From an optimization exercise on the open Yosys and OpenROAD flow, aimed at small area and a short achievable clock period; shortcuts taken in it are not production practice.

==> flow/design.v (excerpt) <==
module sparc_exu_alu
(
   alu_byp_rd_data_e, exu_ifu_brpc_e, exu_lsu_ldst_va_e,
   exu_lsu_early_va_e, exu_mmu_early_va_e, alu_ecl_add_n64_e,
   alu_ecl_add_n32_e, alu_ecl_log_n64_e, alu_ecl_log_n32_e,
   alu_ecl_zhigh_e, alu_ecl_zlow_e, exu_ifu_regz_e,
   alu_ecl_adderin2_63_e, alu_ecl_adderin2_31_e,
   alu_ecl_adder_out_63_e, alu_ecl_cout32_e, alu_ecl_cout64_e_l,
   alu_ecl_mem_addr_invalid_e_l,
   cen, rclk, byp_alu_rs1_data_e, byp_alu_rs2_data_e_l,
   byp_alu_rs3_data_e, byp_alu_rcc_data_e, ecl_alu_cin_e,
   ifu_exu_invert_d, ecl_alu_log_sel_and_e, ecl_alu_log_sel_or_e,
   ecl_alu_log_sel_xor_e, ecl_alu_log_sel_move_e,
   ecl_alu_out_sel_sum_e_l, ecl_alu_out_sel_rs3_e_l,
   ecl_alu_out_sel_shift_e_l, ecl_alu_out_sel_logic_e_l,
   shft_alu_shift_out_e, ecl_alu_sethi_inst_e, ifu_lsu_casa_e
   );
==> flow/config.mk <==
export PLATFORM = sky130hd
export DESIGN_NAME = sparc_exu_alu
export DESIGN_NICKNAME = sparc_exu_alu
export VERILOG_FILES = /design/flow/design.v
export SDC_FILE = /design/flow/constraint.sdc
export NUM_CORES = 4
export LEC_CHECK = 0
export CAP_MARGIN = 20
export CORE_MARGIN = 2
export CORE_UTILIZATION = 40
export CTS_BUF_LIST = sky130_fd_sc_hd__clkbuf_8
export CTS_CLUSTER_DIAMETER = 100
export CTS_CLUSTER_SIZE = 30
export SETUP_SLACK_MARGIN = 3.3
export SLEW_MARGIN = 20
export SYNTH_HIERARCHICAL = 1
==> flow/constraint.sdc <==
create_clock -name core_clock -period 9.0 [get_ports {rclk}]
set_input_delay 1.8000 -clock core_clock [delete_from_list [all_inputs] [get_ports {rclk}]]
set_output_delay 1.8000 -clock core_clock [all_outputs]
set_load 0.01 [all_outputs]
standard.sh (not shown) runs the stock make flow with config.mk's settings and CLKGATE_MAP_FILE= SYNTH_SCRIPT=/design/flow/synth_recipe.tcl, a recipe that flattens the netlist after the stock synthesis.
==> flow/flow/run.sh <==
#!/bin/bash
# The standard layout (standard.sh) with these changes:
#  - the smallest buffer (buf_1) on every port;
#  - in a copy of ORFS's scripts folder, synthesis maps the adder's carry
#    network (module alu_carry) with ABC script flow/abc_fast.script and the
#    rest with flow/abc.script (patch_synth.py edits synth.tcl to do so).
# Extra ORFS settings: 
# Each ORFS step writes its full log under orfs/logs/; make's output goes to
# standard_flow.log.
set -euo pipefail
rm -rf scripts_abc
cp -r "$FLOW_HOME/scripts" scripts_abc
cp flow/abc.script scripts_abc/abc_speed.script
cp flow/abc_fast.script scripts_abc/abc_fast.script
python3 flow/patch_synth.py scripts_abc/synth.tcl
export BUFFER_PORTS_ARGS="-buffer_cell sky130_fd_sc_hd__buf_1"
bash standard.sh SCRIPTS_DIR="$PWD/scripts_abc"  finish > standard_flow.log 2>&1
==> flow/flow/abc.script <==
&get -n
&st
&syn2
&dch -f
&nf -p -R 10
&put
buffer -c
topo
stime -c
dnsize -c
==> flow/flow/abc_fast.script <==
strash
dch
map -B 0.9
topo
stime -c
buffer -c
upsize -c
dnsize -c
==> flow/flow/patch_synth.py <==
"""Patch a copy of ORFS's synth.tcl: map module alu_carry with
abc_fast.script, and the rest of the design with the usual ABC script."""
import sys
p = sys.argv[1]
s = open(p).read()
old = '  log_cmd abc {*}$abc_args\n'
assert s.count(old) == 1, "synth.tcl: abc call not found"
new = '''  set fast_args [lreplace $abc_args 1 1 $::env(SCRIPTS_DIR)/abc_fast.script]
  if {[llength [tee -q -s result.string select -list-mod alu_carry]]} {
    log_cmd abc {*}$fast_args alu_carry
    log_cmd abc {*}$abc_args * alu_carry %d
  } else {
    log_cmd abc {*}$abc_args
  }
'''
open(p, 'w').write(s.replace(old, new))
The baseline ran to the end with no violations.
Next try:
==> flow/flow/run.sh (replaced) <==
#!/bin/bash
# The standard layout (standard.sh) with two changes:
#  - the smallest buffer (buf_1) on every port;
#  - synthesis maps with ABC script flow/abc.script (in a copy of ORFS's
#    scripts folder, where it replaces abc_speed.script).
# Extra ORFS settings: 
# Each ORFS step writes its full log under orfs/logs/; make's output goes to
# standard_flow.log.
set -euo pipefail
rm -rf scripts_abc
cp -r "$FLOW_HOME/scripts" scripts_abc
cp flow/abc.script scripts_abc/abc_speed.script
export BUFFER_PORTS_ARGS="-buffer_cell sky130_fd_sc_hd__buf_1"
bash standard.sh SCRIPTS_DIR="$PWD/scripts_abc"  finish > standard_flow.log 2>&1
==> flow/flow/abc.script (replaced) <==
&get -n
&st
&syn2
&dch -f
&nf -p -R 10
&put
topo
stime -c
dnsize -c
Settings changed: SETUP_SLACK_MARGIN 3.3 to 3.0.
removed: flow/flow/abc_fast.script
removed: flow/flow/patch_synth.py
What happened: The new run ran to the end with no violations. Clock-buffer cell count stays the same. Hold slack loses 0.26 ns. Final area came out lower by 9.1%. Non-clock buffer count falls by 3. Maximum frequency drops by 2.9%.
No functional check of the RTL was part of any run of this note.

-- re-timing with driven ports --
Ports are ideal in the flow. The routed layouts listed here were re-timed in OpenROAD. Step 1 sets driving cells, clkbuf_16 on the clock port and buf_2 on the other inputs (assumed; they add their load-dependent delay and slew). Step 2, shift: input delay + t, output delay - t, t = (earliest + latest rising clock arrival at the registers) / 2. This alone moves slack from input paths to output paths. Three values: ideal ports, drivers, drivers and shift; two values: the first two.
run	t (ns)	setup WS [ns]	worst setup path after step 2
the first run	0.419	3.228 / 3.205 / 3.205	input to output
the second run	0.423	3.057 / 3.034 / 3.034	input to output
After both steps setup and hold are still met in every run listed.
